What follows belongs to an exercise in optimizing a design on an open flow for small area; a production flow would make more cautious choices.
At most, simulation tests tie the RTL to the original design; equivalence was not proved.
Power is estimated from default activity; no workload was simulated.

==> inputs of ember <==
==> flow/design.v <==
`timescale 1ns / 1ps
module ds18b20(
  input        CLOCK_50,
  input        Q_KEY ,
  input        ds_in,        
  output       ds_pull_low,  
  output [7:0] SEG7_SEG,
  output [3:0] SEG7_SEL
);
wire clk = CLOCK_50;
wire rst = Q_KEY;
function [10:0] U;
  input integer k;
  integer i;
  reg [10:0] x;
  begin
    x = 11'd0;
    for (i = 0; i < k % 2048; i = i + 1)
      x = {x[9:0], x[10] ^ x[8] ^ (x[9:0] == 10'd0)};
    U = x;
  end
endfunction
reg [10:0] sl;
reg [2:0]  pos;
reg [5:0]  c50;
reg [3:0]  bc;
wire       sl_z   = (sl[9:0] == 10'd0);
wire       step   = sl[10] & sl_z;           
wire [2:0] pos_nx = pos + step;
always @(posedge clk or posedge rst)
  if (rst) begin
    sl  <= U(1023);
    pos <= 3'd0;
    c50 <= 6'd0;
    bc  <= 4'd0;
  end else begin
    sl  <= {sl[9:0], sl[10] ^ sl[8] ^ sl_z};
    pos <= pos_nx;
    c50 <= (c50 == 6'd49) ? 6'd0 : c50 + 1'b1;
    bc  <= (bc == 4'd10) ? 4'd0 : bc + 1'b1;
  end
wire tick = (c50 == 6'd25);
function [9:0] T;
  input integer k;
  integer i;
  reg [9:0] x;
  begin
    x = 10'd0;
    for (i = 0; i < (k + 1023) % 1023; i = i + 1)
      x = {x[8:0], ~(x[9] ^ x[6])};
    T = x;
  end
endfunction
reg        rs, cv;
reg [5:0]  s;
reg [9:0]  c;
reg        pl;             
reg [3:0]  t_lo;           
reg [7:0]  d;              
reg        v;              
wire [31:0] cmd = 32'hBECC44CC;
wire wbit = cmd[s[4:0]];
wire rd   = s[5];
wire wr   = ~rs & ~cv & ~rd;
wire rdsl = ~rs & ~cv & rd;
wire       wrap = (c == T(-1));
wire [9:0] c_nx = {c[8:0], ~(c[9] ^ c[6])};
wire [5:0] s_nx = s + wrap;
always @(posedge clk or posedge rst)
  if (rst) begin
    rs <= 1'b1;
    cv <= 1'b0;
    s  <= 6'd63;
    c  <= T(-1);
    pl <= 1'b0;
  end else if (tick) begin
    s <= s_nx;
    c <= c_nx;
    if (rs) begin
      if (c == T(0))   pl <= 1'b1;
      if (c == T(502)) pl <= 1'b0;
      if ((c == T(605) && ds_in) || c == T(1007)) c <= T(0);
      if (c == T(1007)) rs <= 1'b0;
    end else if (cv) begin
      if ((ds_in && (s[5] | s[4])) || (s[5] && s[1:0] == 2'b11 && c == T(564))) begin
        cv <= 1'b0;
        rs <= 1'b1;
        s  <= 6'd16;
        c  <= T(0);
      end
    end else if (!rd) begin
      if (wbit) begin
        if (c == T(0)) pl <= 1'b1;
        if (c == T(2)) pl <= 1'b0;
      end else begin
        if (c == T(1))  pl <= 1'b1;
        if (c == T(82)) pl <= 1'b0;
      end
      if (c == T(82)) begin
        if (s[3:0] == 4'd15) begin
          c <= T(-2);
          if (s[4]) s <= 6'd47;
          else      cv <= 1'b1;
        end else
          c <= T(-1);
      end
    end else begin
      if (c == T(0)) pl <= 1'b1;
      if (c == T(2)) pl <= 1'b0;
      if (c == T(70)) begin
        if (s[3:0] == 4'd15) begin
          rs <= 1'b1;
          c  <= T(-2);
        end else
          c <= T(-1);
      end
    end
  end
assign ds_pull_low = pl;
wire sample  = tick & rdsl & (c == T(14));
wire written = rdsl & (c == T(15));
wire commit  = written & (bc == 4'd10) & (c50 >= 6'd36);
always @(posedge clk)
  if (sample) v <= ds_in;
always @(posedge clk or posedge rst)
  if (rst) begin
    t_lo <= 4'hF;
    d    <= 8'h01;
  end else begin
    if (written && s[3:2] == 2'b00) t_lo[s[1:0]] <= v;
    if (commit && s[3:0] >= 4'd4 && s[3:0] <= 4'd11) d[s[3:0] - 4'd4] <= v;
  end
wire [2:0] addr_nx = pos_nx;           
wire [2:0] addr    = pos;              
reg [3:0] sel;
always @(*) begin
  sel = 4'b1111;
  if (!addr_nx[2]) sel[addr_nx[1:0]] = 1'b0;
end
assign SEG7_SEL = sel;
wire [7:0] frac10 = {4'd0, t_lo} * 8'd10;
wire [3:0] frac = frac10[7:4];
function [3:0] a3(input [3:0] x);
  case (x)
    4'd5: a3 = 4'd8; 4'd6: a3 = 4'd9; 4'd7: a3 = 4'd10; 4'd8: a3 = 4'd11; 4'd9: a3 = 4'd12;
    4'd0, 4'd1, 4'd2, 4'd3, 4'd4: a3 = x;
    default: a3 = 4'bxxxx;
  endcase
endfunction
wire [3:0] q1 = a3({1'b0, d[7:5]});
wire [3:0] q2 = a3({q1[2:0], d[4]});
wire [3:0] q3 = a3({q2[2:0], d[3]});
wire [3:0] q4 = a3({q3[2:0], d[2]});
wire [3:0] r1 = a3({1'b0, q1[3], q2[3], q3[3]});
wire [3:0] q5 = a3({q4[2:0], d[1]});
wire [3:0] r2 = a3({r1[2:0], q4[3]});
wire [3:0] ones = {q5[2:0], d[0]};
wire [3:0] tens = {r2[2:0], q5[3]};
wire [3:0] hund = {2'b0, r1[3], r2[3]};
reg [3:0] digit;
always @(*)
  case (addr)
    3'd0: digit = frac;
    3'd1: digit = ones;
    3'd2: digit = tens;
    3'd3: digit = hund;
    default: digit = 4'd0;
  endcase
reg blank;           
always @(posedge clk or posedge rst)
  if (rst) blank <= 1'b1;
  else     blank <= 1'b0;
reg [6:0] seg;
always @(*)
  case (digit)
    4'd0: seg = 7'h40;
    4'd1: seg = 7'h79;
    4'd2: seg = 7'h24;
    4'd3: seg = 7'h30;
    4'd4: seg = 7'h19;
    4'd5: seg = 7'h12;
    4'd6: seg = 7'h02;
    4'd7: seg = 7'h78;
    4'd8: seg = 7'h00;
    4'd9: seg = 7'h10;
    default: seg = 7'bxxxxxxx;
  endcase
assign SEG7_SEG = blank ? 8'hFF : {addr != 3'd1, seg};
endmodule
==> flow/flow/run.sh <==
#!/bin/bash
# Layout flow: the standard flow, with one change to synthesis: the ABC
# technology-mapping step uses an area-only script (flow/area.abc) instead of
# ORFS's script, whose buffering and up-sizing steps add area. Everything
# else (yosys passes, flop mapping, flatten and rename, floorplan, power grid,
# placement, CTS, routing) is the standard flow.
set -euo pipefail
W=$(pwd)
FD=$W/flow

# synthesis core: ORFS's synth.tcl with the abc call pointed at our script
sed "s#log_cmd abc {\*}\$abc_args#log_cmd abc -script $FD/area.abc {*}[lrange \$abc_args 2 end]#" \
  "$FLOW_HOME/scripts/synth.tcl" > $W/my_synth_core.tcl
grep -q "area.abc" $W/my_synth_core.tcl

# The standard flow's synthesis script, sourcing the modified core
sed "s#source \$::env(SCRIPTS_DIR)/synth.tcl#source $W/my_synth_core.tcl#" \
  $W/synth_recipe.tcl > $W/my_synth.tcl
grep -q "my_synth_core.tcl" $W/my_synth.tcl

# The standard flow, with the synthesis script swapped
sed "s#SYNTH_SCRIPT=[^ ]*synth_recipe.tcl#SYNTH_SCRIPT=$W/my_synth.tcl#" standard.sh > $W/my_standard.sh
grep -q "my_synth.tcl" $W/my_standard.sh

bash $W/my_standard.sh finish BUFFER_PORTS_ARGS="-buffer_cell sky130_fd_sc_hd__buf_1" CTS_ARGS="-sink_clustering_enable -repair_clock_nets -dont_use_dummy_load" > $W/flow_make.log 2>&1
==> flow/flow/area.abc <==
strash
&get -n
&deepsyn -T 60
&put
dch
amap
==> flow/standard.sh <==
#!/bin/bash
# synth_recipe.tcl (not shown) runs the flow's synth.tcl, then flattens the netlist and writes it again
# the make line also repeats each setting of config.mk as NAME=value (left out here)
make -C /OpenROAD-flow-scripts/flow DESIGN_CONFIG=/design/flow/config.mk WORK_HOME=/design/flow/orfs CLKGATE_MAP_FILE= SYNTH_SCRIPT=/design/flow/synth_recipe.tcl "${@:-finish}"
==> flow/config.mk <==
export PLATFORM = sky130hd
export DESIGN_NAME = ds18b20
export DESIGN_NICKNAME = ds18b20
export VERILOG_FILES = /design/flow/design.v
export SDC_FILE = /design/flow/constraint.sdc
export NUM_CORES = 4
export LEC_CHECK = 0
export ABC_AREA = 1
export CAP_MARGIN = 20
export CORE_MARGIN = 2
export CORE_UTILIZATION = 70
export SLEW_MARGIN = 20
==> flow/constraint.sdc <==
create_clock -name core_clock -period 10.0 [get_ports {CLOCK_50}]
set_input_delay 2.0000 -clock core_clock [delete_from_list [all_inputs] [get_ports {CLOCK_50}]]
set_output_delay 2.0000 -clock core_clock [all_outputs]
set_load 0.01 [all_outputs]
==> yarrow (differences from ember) <==
==> flow/design.v (replaced) <==
`timescale 1ns / 1ps
module ds18b20(
  input        CLOCK_50,
  input        Q_KEY ,
  input        ds_in,        
  output       ds_pull_low,  
  output [7:0] SEG7_SEG,
  output [3:0] SEG7_SEL
);
wire clk = CLOCK_50;
wire rst = Q_KEY;
reg [13:0] scan;
reg [4:0]  c25;
reg [3:0]  bc;
wire [13:0] scan_nx = scan + 1'b1;
always @(posedge clk or posedge rst)
  if (rst) begin
    scan <= 14'd1023;
    c25  <= 5'd0;
    bc   <= 4'd0;
  end else begin
    scan <= scan_nx;
    c25  <= (c25 == 5'd24) ? 5'd0 : c25 + 1'b1;
    bc   <= (bc == 4'd10) ? 4'd0 : bc + 1'b1;
  end
wire tick = (c25 == 5'd0) & ~scan[0];
reg        rs, cv;
reg [5:0]  s;
reg [9:0]  c;
reg        pl;             
reg [3:0]  t_lo;           
reg [7:0]  d;              
reg        v;              
wire [31:0] cmd = 32'hBECC44CC;
wire wbit = cmd[s[4:0]];
wire rd   = s[5];
wire wr   = ~rs & ~cv & ~rd;
wire rdsl = ~rs & ~cv & rd;
wire [15:0] sc_nx = {s, c} + 1'b1;
always @(posedge clk or posedge rst)
  if (rst) begin
    rs <= 1'b1;
    cv <= 1'b0;
    s  <= 6'd63;
    c  <= 10'd1023;
    pl <= 1'b0;
  end else if (tick) begin
    {s, c} <= sc_nx;
    if (rs) begin
      if (c == 10'd0)   pl <= 1'b1;
      if (c == 10'd502) pl <= 1'b0;
      if ((c == 10'd605 && ds_in) || c == 10'd1007) c <= 10'd0;
      if (c == 10'd1007) begin
        rs <= 1'b0;
        s  <= s;
      end
      if (c == 10'd605 && ds_in) s <= s;
    end else if (cv) begin
      if ((ds_in && (s[5] | s[4])) || (s[5] && s[1:0] == 2'b11 && c == 10'd545)) begin
        cv <= 1'b0;
        rs <= 1'b1;
        s  <= 6'd16;
        c  <= 10'd0;
      end
    end else if (!rd) begin
      if (wbit) begin
        if (c == 10'd0) pl <= 1'b1;
        if (c == 10'd2) pl <= 1'b0;
      end else begin
        if (c == 10'd1)  pl <= 1'b1;
        if (c == 10'd82) pl <= 1'b0;
      end
      if (c == 10'd82) begin
        s <= s;
        if (s[3:0] == 4'd15) begin
          c <= 10'd1022;
          if (s[4]) s <= 6'd47;
          else      cv <= 1'b1;
        end else
          c <= 10'd1023;
      end
    end else begin
      if (c == 10'd0) pl <= 1'b1;
      if (c == 10'd2) pl <= 1'b0;
      if (c == 10'd70) begin
        s <= s;
        if (s[3:0] == 4'd15) begin
          rs <= 1'b1;
          c  <= 10'd1022;
        end else
          c <= 10'd1023;
      end
    end
  end
assign ds_pull_low = pl;
wire sample  = tick & rdsl & (c == 10'd14);
wire written = rdsl & (c == 10'd15);
wire commit  = written & (bc == 4'd10) & (c25 >= 5'd11);
always @(posedge clk)
  if (sample) v <= ds_in;
always @(posedge clk or posedge rst)
  if (rst) begin
    t_lo <= 4'hF;
    d    <= 8'h01;
  end else begin
    if (written && s[3:2] == 2'b00) t_lo[s[1:0]] <= v;
    if (commit && s[3:0] >= 4'd4 && s[3:0] <= 4'd11) d[s[3:0] - 4'd4] <= v;
  end
wire [2:0] addr_nx = scan_nx[13:11];    
wire [2:0] addr    = scan[13:11];       
reg [3:0] sel;
always @(*) begin
  sel = 4'b1111;
  if (!addr_nx[2]) sel[addr_nx[1:0]] = 1'b0;
end
assign SEG7_SEL = sel;
wire [7:0] frac10 = {4'd0, t_lo} * 8'd10;
wire [3:0] frac = frac10[7:4];
wire [3:0] ones = d % 8'd10;
wire [3:0] tens = (d / 8'd10) % 8'd10;
wire [3:0] hund = d / 8'd100;
reg [3:0] digit;
always @(*)
  case (addr)
    3'd0: digit = frac;
    3'd1: digit = ones;
    3'd2: digit = tens;
    3'd3: digit = hund;
    default: digit = 4'd0;
  endcase
reg blank;           
always @(posedge clk or posedge rst)
  if (rst) blank <= 1'b1;
  else     blank <= 1'b0;
reg [6:0] seg;
always @(*)
  case (digit)
    4'd0: seg = 7'h40;
    4'd1: seg = 7'h79;
    4'd2: seg = 7'h24;
    4'd3: seg = 7'h30;
    4'd4: seg = 7'h19;
    4'd5: seg = 7'h12;
    4'd6: seg = 7'h02;
    4'd7: seg = 7'h78;
    4'd8: seg = 7'h00;
    4'd9: seg = 7'h10;
    default: seg = 7'h7F;
  endcase
assign SEG7_SEG = blank ? 8'hFF : {addr != 3'd1, seg};
endmodule
==> flow/run.sh (new file) <==
#!/bin/bash
# synth_recipe.tcl (not shown) runs the flow's synth.tcl, then flattens the netlist and writes it again
# the make line also repeats each setting of config.mk as NAME=value (left out here)
make -C /OpenROAD-flow-scripts/flow DESIGN_CONFIG=/design/flow/config.mk WORK_HOME=/design/flow/orfs CLKGATE_MAP_FILE= SYNTH_SCRIPT=/design/flow/synth_recipe.tcl finish
- CORE_UTILIZATION: 70 -> 40
removed: flow/flow/run.sh
removed: flow/flow/area.abc
removed: flow/standard.sh
==> sierra (differences from ember) <==
- CORE_UTILIZATION: 70 -> 40
==> notes.md <==
|  | ember | sierra | yarrow |
|---|---|---|---|
| Outcome | finished clean | finished clean | finished clean |
| RR Startpoint | s[2] | s[2] | c[2] |
| Total of flip-flops plus latches after synthesis | 57 | 57 | 56 |
| Cell internal pwr | 313 uW | 313 uW | 325 uW |
| Num rows | 25 | 33 | 38 |
| Via count | 3,121 | 2,933 | 4,019 |
| H-Tree Level Count | 3 | 3 | 2 |
| Yosys top cell by area | dfrtp_1 | dfrtp_1 | dfstp_2 |
| Synthesis-to-finish area growth | 7.55% | 9.61% | 10.4% |
| Complex-gate fraction of the synthesized area | 17.6% | 17.6% | 13.1% |
| Share of the core filled with cells | 77.9% | 45.3% | 45.5% |
| Top_reg_cell synth | dfrtp_1 | dfrtp_1 | dfstp_2 |
| Worst flop-to-flop path endpoint | d[5] | d[4] | s[5] |
| Number of clock-tree buffers in the layout | 9 | 9 | 5 |
| Global-route wire length before repair | 13,200 um | 12,400 um | 17,200 um |
| Die boundary width | 73.7 um | 96.2 um | 110 um |
| Via count of the first global-routing pass | 2,925 | 2,735 | 3,952 |
| Post-Place Setup Slack | 3.99 ns | 3.85 ns | 3.93 ns |
| Signal buf overhead | 1.75% | 1.91% | 3.17% |
| CP Buf/Inv Count | 6 | 6 | 3 |
| End point of the worst hold path | sl[6] | sl[6] | t_lo[0] |
| Maximum number of pins on one net before global-route repair | 57 | 57 | 56 |
| Layout cell share with drive strength beyond 1 | 7.36% | 7.57% | 13.4% |
For ember and sierra, only the layout was checked, not whether the RTL still works.

-- what the ideal ports hide --
The results above use ideal ports. As a check the final layouts listed here were re-extracted and re-timed, cells and wires unchanged.
Step 1, drivers: a clkbuf_16 drives CLOCK_50 and a buf_2 each remaining input, both assumed.
Step 2 adds t to the input delays and takes it off the output delays; t is the mean of the earliest and latest rising clock arrival at the registers after step 1. Input paths then give back, and output paths get back, about the clock's delay inside the block.
Three values: ideal, step 1, step 2; two values: the first two.
| run | t, ns | setup slack, ns | worst setup path after step 2 | worst register clock-pin slew, ns |
|---|---|---|---|---|
| ember | 0.354 | 3.580 / 3.552 / 3.906 | register to output | 0.07 / 0.07 |
| yarrow | 0.329 | 3.527 / 3.491 / 3.820 | register to output | 0.08 / 0.08 |
| sierra | 0.359 | 3.395 / 3.365 / 3.724 | register to output | 0.07 / 0.07 |
After both steps setup and hold are still met in every run listed.
